Source: an optimization exercise on an open RTL-to-GDS flow (aim: small area). Production flows keep margins and buffers that such runs may drop. At most, simulation tests tie the RTL to the original design; equivalence was not proved. Power figures rest on the tool's default switching activity, not on a simulated workload.

Setup of v5:
==> module fpu, before the edit <==
module fpu(input logic clk,
           input logic [2:0] op,
           input logic [31:0] x1,
           input logic [31:0] x2,
           output logic [31:0] y);
    localparam logic [1:0] C_OTHER = 2'd0;   
    localparam logic [1:0] C_ITOF  = 2'd1;
    localparam logic [1:0] C_MUL   = 2'd2;
    localparam logic [1:0] C_FTOI  = 2'd3;
    logic is_add, is_mul, is_ftoi, is_itof, is_floor;
    assign is_add   = (op == 3'd0) | (op == 3'd1);
    assign is_mul   = (op == 3'd2);
    assign is_ftoi  = (op == 3'd3);
    assign is_itof  = (op == 3'd4);
    assign is_floor = (op == 3'd5);
    logic s1, s2;
    logic [7:0] e1, e2;
    logic [22:0] f1, f2;
    assign s1 = x1[31];
    assign s2 = x2[31] ^ (op == 3'd1);
    assign e1 = x1[30:23];
    assign e2 = x2[30:23];
    assign f1 = x1[22:0];
    assign f2 = x2[22:0];
    logic [8:0] d1, d2;
    logic [7:0] p2;
    logic big;
    assign d1 = {1'b0, e1} - {1'b0, e2};
    assign big = (e1 == e2) ? (f1 >= f2) : ~d1[8];
    assign p2 = is_add ? e2 : (is_ftoi ? 8'd157 : 8'd150);
    assign d2 = {1'b0, p2} - {1'b0, e1};
    logic [7:0] eb;
    logic [22:0] fb, fs;
    logic es_zero;
    assign eb = big ? e1 : e2;
    assign fb = big ? f1 : f2;
    assign fs = big ? f2 : f1;
    assign es_zero = big ? (e2 == 8'd0) : (e1 == 8'd0);
    logic fl_int;
    assign fl_int = d2[8] | (d2 == 9'd0);
    logic ft_158;
    assign ft_158 = (d2 == 9'h1ff);
    logic sticky;
    always_comb begin
        sticky = (e1 < 8'd127);
        for (int j = 0; j < 23; j++)
            if (f1[j] && (e1 < 8'(150 - j))) sticky = 1'b1;
    end
    logic inc;
    assign inc = s1 & sticky;
    logic itof_min;
    assign itof_min = (x1 == 32'h80000000);
    logic [32:0] sh_in, sh_out;
    logic [7:0] sh_amt;
    logic sh_kill;
    always_comb begin
        if (is_add) begin
            sh_in  = {2'b01, fs, 8'd0};
            sh_amt = big ? d1[7:0] : d2[7:0];
            sh_kill = es_zero;
        end else if (is_itof) begin
            sh_in  = {x1, 1'b0};
            sh_amt = 8'd0;
            sh_kill = itof_min;
        end else begin
            sh_in  = {2'b01, f1, 8'd0};
            sh_amt = ((is_floor & fl_int) | ft_158) ? 8'd0 : d2[7:0];
            sh_kill = (is_ftoi & d2[8] & ~ft_158) | ~(is_ftoi | is_floor | is_mul);
        end
    end
    assign sh_out = sh_kill ? 33'd0 : (sh_in >> sh_amt);
    logic [25:0] mx, my;
    logic mc1, mc2;
    fmul_tree u_tree(.a(f1), .b(f2), .X(mx), .Y(my), .c1(mc1), .c2(mc2));
    logic [8:0] me;
    logic [8:0] mec;
    assign mec[0] = 1'b1;
    for (genvar i = 0; i < 8; i++) begin : g_me
        fa3 u_fa(.a(e1[i]), .b(e2[i]), .c(mec[i]), .s(me[i]), .co(mec[i + 1]));
    end
    assign me[8] = mec[8];
    logic [32:7] a_d;
    logic [32:0] b_d;
    logic inv_d, s_d;
    logic [8:0] e_d;
    logic [1:0] cls_d;
    always_comb begin
        a_d = 26'd0;
        b_d = {sh_out[32:8], 8'd0};
        inv_d = 1'b0;
        s_d = s1;
        e_d = 9'd0;
        cls_d = C_OTHER;
        case (1'b1)
            is_add: begin
                a_d[31:8] = (e1 != 8'd0) | (e2 != 8'd0) ? {1'b1, fb} : 24'd0;
                inv_d = s1 ^ s2;
                s_d = big ? s1 : s2;
                e_d = {1'b0, eb};
            end
            is_mul: begin
                a_d[32:7] = mx;
                b_d = {my[25:1], mc2, {7{mc1}}};
                s_d = x1[31] ^ x2[31];
                e_d = {me[8] ^ me[7], ~me[7], me[6:0]};
                cls_d = C_MUL;
            end
            is_ftoi: begin
                b_d = sh_out;
                inv_d = s1;
                e_d = {8'd0, ft_158};
                cls_d = C_FTOI;
            end
            is_itof: begin
                b_d = sh_out;
                inv_d = s1 & ~itof_min;
                e_d = 9'd157;
                cls_d = C_ITOF;
            end
            is_floor: begin
                b_d[7:0] = {8{inc}};
                e_d = fl_int ? {1'b0, e1} : 9'd150;
            end
            default: ;
        endcase
    end
    logic [32:7] ra;
    logic [32:0] rb;
    logic rinv, rs, rmz;
    logic [8:0] re;
    logic [1:0] rcls;
    always_ff @(posedge clk) begin
        ra <= a_d;
        rb <= b_d;
        rinv <= inv_d;
        rs <= s_d;
        re <= e_d;
        rcls <= cls_d;
        rmz <= (e1 == 8'd0) | (e2 == 8'd0);
    end
    logic [32:0] bx;
    assign bx = rb ^ {33{rinv}};
    logic [6:0] half;
    always_comb begin
        for (int j = 0; j < 7; j++)
            half[j] = (rcls == C_ITOF) & bx[j + 25] & ~|(bx[31:25] >> (j + 1));
    end
    logic [32:0] ax;
    assign ax = {ra[32:8], ra[7] | half[6], half[5:0], 1'b0};
    logic cin;
    assign cin = (rcls == C_FTOI) | rinv | rb[0];
    logic [32:0] sum;
    add33 u_add(.a(ax), .b(bx), .cin(cin), .s(sum));
    logic [31:0] rm;
    logic [8:0] re1;
    logic rs2, rmz2, rmu2;
    logic [1:0] rcls2;
    always_ff @(posedge clk) begin
        rm <= sum[32:1];
        re1 <= re + 9'd1;
        rs2 <= rs;
        rmz2 <= rmz;
        rmu2 <= ~re[8];
        rcls2 <= rcls;
    end
    logic [31:0] n16, n8, n4, n2, n1;
    logic [4:0] lz;
    assign lz[4] = ~|rm[31:16];
    assign n16 = lz[4] ? {rm[15:0], 16'd0} : rm;
    assign lz[3] = ~|n16[31:24];
    assign n8 = lz[3] ? {n16[23:0], 8'd0} : n16;
    assign lz[2] = ~|n8[31:28];
    assign n4 = lz[2] ? {n8[27:0], 4'd0} : n8;
    assign lz[1] = ~|n4[31:30];
    assign n2 = lz[1] ? {n4[29:0], 2'd0} : n4;
    assign lz[0] = ~n2[31];
    assign n1 = lz[0] ? {n2[30:0], 1'd0} : n2;
    logic zero;
    assign zero = ~n1[31];
    logic [9:0] t;
    assign t = {1'b0, re1} - {5'd0, lz};
    always_comb begin
        case (rcls2)
            C_FTOI: y = re1[1] ? {rm[30:0], 1'b0} : rm;
            C_MUL: begin
                if (rmz2) y = 32'd0;
                else if (rmu2 | (t[7:0] == 8'd0)) y = {rs2, 8'd1, 23'd0};
                else y = {rs2, t[7:0], n1[30:8]};
            end
            default: begin
                if (zero) y = {rs2 & (rcls2 == C_ITOF), 31'd0};
                else if (t[9] | (t == 10'd0)) y = 32'd0;
                else y = {rs2, t[7:0], n1[30:8]};
            end
        endcase
    end
endmodule
clock: 10.0 ns
lec_check: 0
cap_margin: 20
core_margin: 2
core_utilization: 40
cts_buf_list: sky130_fd_sc_hd__clkbuf_8
slew_margin: 20
synth_hierarchical: 1
standard.sh (not shown) runs the stock make flow with config.mk's settings and CLKGATE_MAP_FILE= SYNTH_SCRIPT=/design/flow/synth_recipe.tcl, a recipe that flattens the netlist after the stock synthesis.
==> flow/flow/run.sh <==
#!/bin/bash
# The standard layout, with the port buffers that placement inserts
# made sky130_fd_sc_hd__buf_1 (the standard flow picks a larger buffer).
set -euo pipefail
export BUFFER_PORTS_ARGS="-buffer_cell sky130_fd_sc_hd__buf_1"
bash standard.sh > standard.log 2>&1
Having completed the whole flow, v5 delivered a layout that passed the timing, design-rule and antenna checks.
Here is what was changed in the inputs of v35 compared with v5.
diff --git a/flow/design.v b/flow/design.v
--- a/flow/design.v
+++ b/flow/design.v
@@ -2202,62 +2202,69 @@
         fa3 u_fa(.a(e1[i]), .b(e2[i]), .c(mec[i]), .s(me[i]), .co(mec[i + 1]));
     end
     assign me[8] = mec[8];
     logic [32:7] a_d;
     logic [32:0] b_d;
-    logic inv_d, s_d;
+    logic inv_d, cin_d, s_d;
     logic [8:0] e_d;
     logic [1:0] cls_d;
     always_comb begin
         a_d = 26'd0;
         b_d = {sh_out[32:8], 8'd0};
         inv_d = 1'b0;
+        cin_d = 1'b0;
         s_d = s1;
         e_d = 9'd0;
         cls_d = C_OTHER;
         case (1'b1)
             is_add: begin
                 a_d[31:8] = (e1 != 8'd0) | (e2 != 8'd0) ? {1'b1, fb} : 24'd0;
                 inv_d = s1 ^ s2;
+                cin_d = s1 ^ s2;
                 s_d = big ? s1 : s2;
                 e_d = {1'b0, eb};
             end
             is_mul: begin
                 a_d[32:7] = mx;
                 b_d = {my[25:1], mc2, {7{mc1}}};
+                cin_d = mc1;
                 s_d = x1[31] ^ x2[31];
                 e_d = {me[8] ^ me[7], ~me[7], me[6:0]};
                 cls_d = C_MUL;
             end
             is_ftoi: begin
                 b_d = sh_out;
                 inv_d = s1;
+                cin_d = 1'b1;
                 e_d = {8'd0, ft_158};
                 cls_d = C_FTOI;
             end
             is_itof: begin
                 b_d = sh_out;
                 inv_d = s1 & ~itof_min;
+                cin_d = s1 & ~itof_min;
                 e_d = 9'd157;
                 cls_d = C_ITOF;
             end
             is_floor: begin
                 b_d[7:0] = {8{inc}};
+                cin_d = inc;
                 e_d = fl_int ? {1'b0, e1} : 9'd150;
             end
             default: ;
         endcase
     end
     logic [32:7] ra;
     logic [32:0] rb;
-    logic rinv, rs, rmz;
+    logic rinv, rcin, rs, rmz;
     logic [8:0] re;
     logic [1:0] rcls;
     always_ff @(posedge clk) begin
         ra <= a_d;
         rb <= b_d;
         rinv <= inv_d;
+        rcin <= cin_d;
         rs <= s_d;
         re <= e_d;
         rcls <= cls_d;
         rmz <= (e1 == 8'd0) | (e2 == 8'd0);
     end
@@ -2268,14 +2275,12 @@
         for (int j = 0; j < 7; j++)
             half[j] = (rcls == C_ITOF) & bx[j + 25] & ~|(bx[31:25] >> (j + 1));
     end
     logic [32:0] ax;
     assign ax = {ra[32:8], ra[7] | half[6], half[5:0], 1'b0};
-    logic cin;
-    assign cin = (rcls == C_FTOI) | rinv | rb[0];
     logic [32:0] sum;
-    add33 u_add(.a(ax), .b(bx), .cin(cin), .s(sum));
+    add33 u_add(.a(ax), .b(bx), .cin(rcin), .s(sum));
     logic [31:0] rm;
     logic [8:0] re1;
     logic rs2, rmz2, rmu2;
     logic [1:0] rcls2;
     always_ff @(posedge clk) begin
[summary]
[v35] hold slack fell 6.0 ps relative to v5. Clock-buffer cell count: v35 vs v5 identical. As far as global-route usage is concerned, v5 and v35 perform about the same. v35 — number of standard cells after synthesis 19 lower, v5 as reference. v35: worst setup slack 260 ps above v5. In v35, the met2 track demand over resource came out 0.89 points below the value in v5.
No functional check of the RTL was part of any run of this note.


fpu, a different RTL version from the one above (not shown whole).
For scale: ~2400 cells after synthesis, about 22000 sq um of cells after synthesis.
Design fpu, start of the top module:
module fpu(input logic clk,
           input logic [2:0] op,
           input logic [31:0] x1,
           input logic [31:0] x2,
           output logic [31:0] y);
    localparam logic [1:0] C_OTHER = 2'd0;   
    localparam logic [1:0] C_ITOF  = 2'd1;
    localparam logic [1:0] C_MUL   = 2'd2;
    localparam logic [1:0] C_FTOI  = 2'd3;
    logic is_add, is_mul, is_ftoi, is_itof, is_floor;
    assign is_add   = (op == 3'd0) | (op == 3'd1);
    assign is_mul   = (op == 3'd2);
    assign is_ftoi  = (op == 3'd3);
    assign is_itof  = (op == 3'd4);
    assign is_floor = (op == 3'd5);
    logic s1, s2;
    logic [7:0] e1, e2;
    logic [22:0] f1, f2;
    assign s1 = x1[31];
    assign s2 = x2[31] ^ (op == 3'd1);
    assign e1 = x1[30:23];
    assign e2 = x2[30:23];
    assign f1 = x1[22:0];
    assign f2 = x2[22:0];
    logic [8:0] d1, d2;
    logic [7:0] p2;
    logic big;
    assign d1 = {1'b0, e1} - {1'b0, e2};
    assign big = (e1 == e2) ? (f1 >= f2) : ~d1[8];
    assign p2 = is_add ? e2 : (is_ftoi ? 8'd157 : 8'd150);
    assign d2 = {1'b0, p2} - {1'b0, e1};
    logic [7:0] eb;
    logic [22:0] fb, fs;
    logic es_zero;
    assign eb = big ? e1 : e2;
    assign fb = big ? f1 : f2;
    assign fs = big ? f2 : f1;
    assign es_zero = big ? (e2 == 8'd0) : (e1 == 8'd0);
    logic fl_int;
    assign fl_int = d2[8] | (d2 == 9'd0);
    logic ft_158;
    assign ft_158 = (d2 == 9'h1ff);
    logic sticky;
    always_comb begin
        sticky = (e1 < 8'd127);
        for (int j = 0; j < 23; j++)
            if (f1[j] && (e1 < 8'(150 - j))) sticky = 1'b1;
    end
    logic inc;
    assign inc = s1 & sticky;
    logic itof_min;
    assign itof_min = (x1 == 32'h80000000);
    logic [32:0] sh_in, sh_out;
    logic [7:0] sh_amt;
    logic sh_kill;
    always_comb begin
        if (is_add) begin
            sh_in  = {2'b01, fs, 8'd0};
            sh_amt = big ? d1[7:0] : d2[7:0];
            sh_kill = es_zero;
        end else if (is_itof) begin
            sh_in  = {x1, 1'b0};
            sh_amt = 8'd0;
            sh_kill = itof_min;
        end else begin
            sh_in  = {2'b01, f1, 8'd0};
            sh_amt = ((is_floor & fl_int) | ft_158) ? 8'd0 : d2[7:0];
  ...
==> module fpu, before the edit <==
module fpu(input logic clk,
           input logic [2:0] op,
           input logic [31:0] x1,
           input logic [31:0] x2,
           output logic [31:0] y);
    localparam logic [1:0] C_OTHER = 2'd0;   
    localparam logic [1:0] C_ITOF  = 2'd1;
    localparam logic [1:0] C_MUL   = 2'd2;
    localparam logic [1:0] C_FTOI  = 2'd3;
    logic is_add, is_mul, is_ftoi, is_itof, is_floor;
    assign is_add   = (op == 3'd0) | (op == 3'd1);
    assign is_mul   = (op == 3'd2);
    assign is_ftoi  = (op == 3'd3);
    assign is_itof  = (op == 3'd4);
    assign is_floor = (op == 3'd5);
    logic s1, s2;
    logic [7:0] e1, e2;
    logic [22:0] f1, f2;
    assign s1 = x1[31];
    assign s2 = x2[31] ^ (op == 3'd1);
    assign e1 = x1[30:23];
    assign e2 = x2[30:23];
    assign f1 = x1[22:0];
    assign f2 = x2[22:0];
    logic [8:0] d1, d2;
    logic [7:0] p2;
    logic big;
    assign d1 = {1'b0, e1} - {1'b0, e2};
    assign big = (e1 == e2) ? (f1 >= f2) : ~d1[8];
    assign p2 = is_add ? e2 : (is_ftoi ? 8'd157 : 8'd150);
    assign d2 = {1'b0, p2} - {1'b0, e1};
    logic [7:0] eb;
    logic [22:0] fb, fs;
    logic es_zero;
    assign eb = big ? e1 : e2;
    assign fb = big ? f1 : f2;
    assign fs = big ? f2 : f1;
    assign es_zero = big ? (e2 == 8'd0) : (e1 == 8'd0);
    logic fl_int;
    assign fl_int = d2[8] | (d2 == 9'd0);
    logic ft_158;
    assign ft_158 = (d2 == 9'h1ff);
    logic sticky;
    always_comb begin
        sticky = (e1 < 8'd127);
        for (int j = 0; j < 23; j++)
            if (f1[j] && (e1 < 8'(150 - j))) sticky = 1'b1;
    end
    logic inc;
    assign inc = s1 & sticky;
    logic itof_min;
    assign itof_min = (x1 == 32'h80000000);
    logic [32:0] sh_in, sh_out;
    logic [7:0] sh_amt;
    logic sh_kill;
    always_comb begin
        if (is_add) begin
            sh_in  = {2'b01, fs, 8'd0};
            sh_amt = big ? d1[7:0] : d2[7:0];
            sh_kill = es_zero;
        end else if (is_itof) begin
            sh_in  = {x1, 1'b0};
            sh_amt = 8'd0;
            sh_kill = itof_min;
        end else begin
            sh_in  = {2'b01, f1, 8'd0};
            sh_amt = ((is_floor & fl_int) | ft_158) ? 8'd0 : d2[7:0];
            sh_kill = (is_ftoi & d2[8] & ~ft_158) | ~(is_ftoi | is_floor | is_mul);
        end
    end
    assign sh_out = sh_kill ? 33'd0 : (sh_in >> sh_amt);
    logic [25:0] mxn, myn, mx, my;
    logic mc1n, mc2n, mc1, mc2;
    fmul_tree u_tree(.a(f1), .b(f2), .Xn(mxn), .Yn(myn), .c1n(mc1n), .c2n(mc2n));
    assign mx = ~mxn;
    assign my = ~myn;
    assign mc1 = ~mc1n;
    assign mc2 = ~mc2n;
    logic [8:0] me;
    logic [8:0] mec;
    assign mec[0] = 1'b1;
    for (genvar i = 0; i < 8; i++) begin : g_me
        fa3 u_fa(.a(e1[i]), .b(e2[i]), .c(mec[i]), .s(me[i]), .co(mec[i + 1]));
    end
    assign me[8] = mec[8];
    logic [32:7] a_d;
    logic [32:0] b_d;
    logic inv_d, s_d;
    logic [8:0] e_d;
    logic [1:0] cls_d;
    always_comb begin
        a_d = 26'd0;
        b_d = {sh_out[32:8], 8'd0};
        inv_d = 1'b0;
        s_d = s1;
        e_d = 9'd0;
        cls_d = C_OTHER;
        case (1'b1)
            is_add: begin
                a_d[31:8] = {(e1 != 8'd0) | (e2 != 8'd0), fb};
                inv_d = s1 ^ s2;
                s_d = big ? s1 : s2;
                e_d = {1'b0, eb};
            end
            is_mul: begin
                a_d[32:7] = mx;
                b_d = {my[25:1], mc2, {7{mc1}}};
                s_d = x1[31] ^ x2[31];
                e_d = {me[8] ^ me[7], ~me[7], me[6:0]};
                cls_d = C_MUL;
            end
            is_ftoi: begin
                b_d = sh_out;
                inv_d = s1;
                e_d = {8'd0, ft_158};
                cls_d = C_FTOI;
            end
            is_itof: begin
                b_d = sh_out;
                inv_d = s1 & ~itof_min;
                e_d = 9'd157;
                cls_d = C_ITOF;
            end
            is_floor: begin
                b_d[7:0] = {8{inc}};
                e_d = fl_int ? {1'b0, e1} : 9'd150;
            end
            default: ;
        endcase
    end
    logic [32:7] ra;
    logic [32:0] rb;
    logic rinv, rs, rmz;
    logic [8:0] re;
    logic [1:0] rcls;
    always_ff @(posedge clk) begin
        ra <= a_d;
        rb <= b_d;
        rinv <= inv_d;
        rs <= s_d;
        re <= e_d;
        rcls <= cls_d;
        rmz <= (e1 == 8'd0) | (e2 == 8'd0);
    end
    logic [32:0] bx;
    assign bx = rb ^ {33{rinv}};
    logic [6:0] half;
    always_comb begin
        for (int j = 0; j < 7; j++)
            half[j] = (rcls == C_ITOF) & bx[j + 25] & ~|(bx[31:25] >> (j + 1));
    end
    logic [32:0] ax;
    assign ax = {ra[32:8], ra[7] | half[6], half[5:0], 1'b0};
    logic cin;
    assign cin = (rcls == C_FTOI) | rinv | rb[0];
    logic [32:0] sum;
    add33 u_add(.a(ax), .b(bx), .cin(cin), .s(sum));
    logic [31:0] rm;
    logic [8:0] re1;
    logic rs2, rmz2, rmu2;
    logic [1:0] rcls2;
    always_ff @(posedge clk) begin
        rm <= sum[32:1];
        re1 <= re + 9'd1;
        rs2 <= rs;
        rmz2 <= rmz;
        rmu2 <= ~re[8];
        rcls2 <= rcls;
    end
    logic [31:0] n16, n8, n4, n2, n1;
    logic [4:0] lz;
    assign lz[4] = ~|rm[31:16];
    assign n16 = lz[4] ? {rm[15:0], 16'd0} : rm;
    assign lz[3] = ~|n16[31:24];
    assign n8 = lz[3] ? {n16[23:0], 8'd0} : n16;
    assign lz[2] = ~|n8[31:28];
    assign n4 = lz[2] ? {n8[27:0], 4'd0} : n8;
    assign lz[1] = ~|n4[31:30];
    assign n2 = lz[1] ? {n4[29:0], 2'd0} : n4;
    assign lz[0] = ~n2[31];
    assign n1 = lz[0] ? {n2[30:0], 1'd0} : n2;
    logic zero;
    assign zero = ~n1[31];
    logic [9:0] t;
    assign t = {1'b0, re1} - {5'd0, lz};
    always_comb begin
        case (rcls2)
            C_FTOI: y = re1[1] ? {rm[30:0], 1'b0} : rm;
            C_MUL: begin
                if (rmz2) y = 32'd0;
                else if (rmu2 | (t[7:0] == 8'd0)) y = {rs2, 8'd1, 23'd0};
                else y = {rs2, t[7:0], n1[30:8]};
            end
            default: begin
                if (zero) y = {rs2 & (rcls2 == C_ITOF), 31'd0};
                else if (t[9] | (t == 10'd0)) y = 32'd0;
                else y = {rs2, t[7:0], n1[30:8]};
            end
        endcase
    end
endmodule
==> flow/config.mk <==
export PLATFORM = sky130hd
export DESIGN_NAME = fpu
export DESIGN_NICKNAME = fpu
export VERILOG_FILES = /design/flow/design.v
export SDC_FILE = /design/flow/constraint.sdc
export NUM_CORES = 4
export LEC_CHECK = 0
export CAP_MARGIN = 20
export CORE_MARGIN = 2
export CORE_UTILIZATION = 40
export CTS_BUF_LIST = sky130_fd_sc_hd__clkbuf_8
export SLEW_MARGIN = 20
export SYNTH_HIERARCHICAL = 1
==> flow/constraint.sdc <==
create_clock -name core_clock -period 10.0 [get_ports {clk}]
set_input_delay 2.0000 -clock core_clock [delete_from_list [all_inputs] [get_ports {clk}]]
set_output_delay 2.0000 -clock core_clock [all_outputs]
set_load 0.01 [all_outputs]
==> flow/flow/run.sh <==
#!/bin/bash
# The standard layout, with the port buffers that placement inserts
# made sky130_fd_sc_hd__buf_2 (the standard flow picks a larger buffer).
set -euo pipefail
export BUFFER_PORTS_ARGS="-buffer_cell sky130_fd_sc_hd__buf_2"
bash standard.sh > standard.log 2>&1
Change:
--- a/flow/design.v
+++ b/flow/design.v
@@ -2189,11 +2189,11 @@
             sh_in  = {2'b01, f1, 8'd0};
             sh_amt = ((is_floor & fl_int) | ft_158) ? 8'd0 : d2[7:0];
             sh_kill = (is_ftoi & d2[8] & ~ft_158) | ~(is_ftoi | is_floor | is_mul);
         end
     end
-    assign sh_out = sh_kill ? 33'd0 : (sh_in >> sh_amt);
+    assign sh_out = (sh_kill | (sh_amt[7:5] != 3'd0)) ? 33'd0 : (sh_in >> sh_amt[4:0]);
     logic [25:0] mxn, myn, mx, my;
     logic mc1n, mc2n, mc1, mc2;
     fmul_tree u_tree(.a(f1), .b(f2), .Xn(mxn), .Yn(myn), .c1n(mc1n), .c2n(mc2n));
     assign mx = ~mxn;
     assign my = ~myn;
@@ -2218,11 +2218,11 @@
         s_d = s1;
         e_d = 9'd0;
         cls_d = C_OTHER;
         case (1'b1)
             is_add: begin
-                a_d[31:8] = {(e1 != 8'd0) | (e2 != 8'd0), fb};
+                a_d[31:8] = (e1 != 8'd0) | (e2 != 8'd0) ? {1'b1, fb} : 24'd0;
                 inv_d = s1 ^ s2;
                 s_d = big ? s1 : s2;
                 e_d = {1'b0, eb};
             end
             is_mul: begin
Register-to-register slack improves by 0.39 ns.
Power came out higher by 1.2%.
Final area came out lower by 1.5%.
Setup slack degrades by 0.37 ns.
Die area came out lower by 1.1%.
Via count came out lower by 2.8%.
The RTL of the first run of this note was laid out without a check of its function.

separate check: timing with driven ports:
Ports are ideal in the flow. The routed layouts listed here were re-timed in OpenROAD. Step 1: set_driving_cell puts a clkbuf_16 on clk and a buf_2 on each other input, an assumption about the parent block. Step 2 also shifts input and output timing later by t, the mid clock arrival at the registers, as if the neighbouring blocks saw the same clock. Three values: no drivers, after step 1, after step 2; two values: the first two.
run | t (ns) | setup slack, ns | hold WS [ns] | worst setup path at the end | worst data-port slew with drivers (ns)
v5 | 0.483 | 0.925 / 0.877 / 1.293 | 0.335 / 0.335 / 0.335 | register to register | 0.05
v35 | 0.486 | 1.188 / 1.148 / 1.310 | 0.329 / 0.329 / 0.329 | register to register | 0.06
the first run of note 2 | 0.477 | 1.014 / 1.014 / 1.014 | 0.331 / 0.331 / 0.331 | register to register | 0.04
the second run of note 2 | 0.473 | 0.642 / 0.607 / 1.080 | 0.327 / 0.327 / 0.327 | register to output | 0.06
After both steps setup and hold are still met in every run listed.
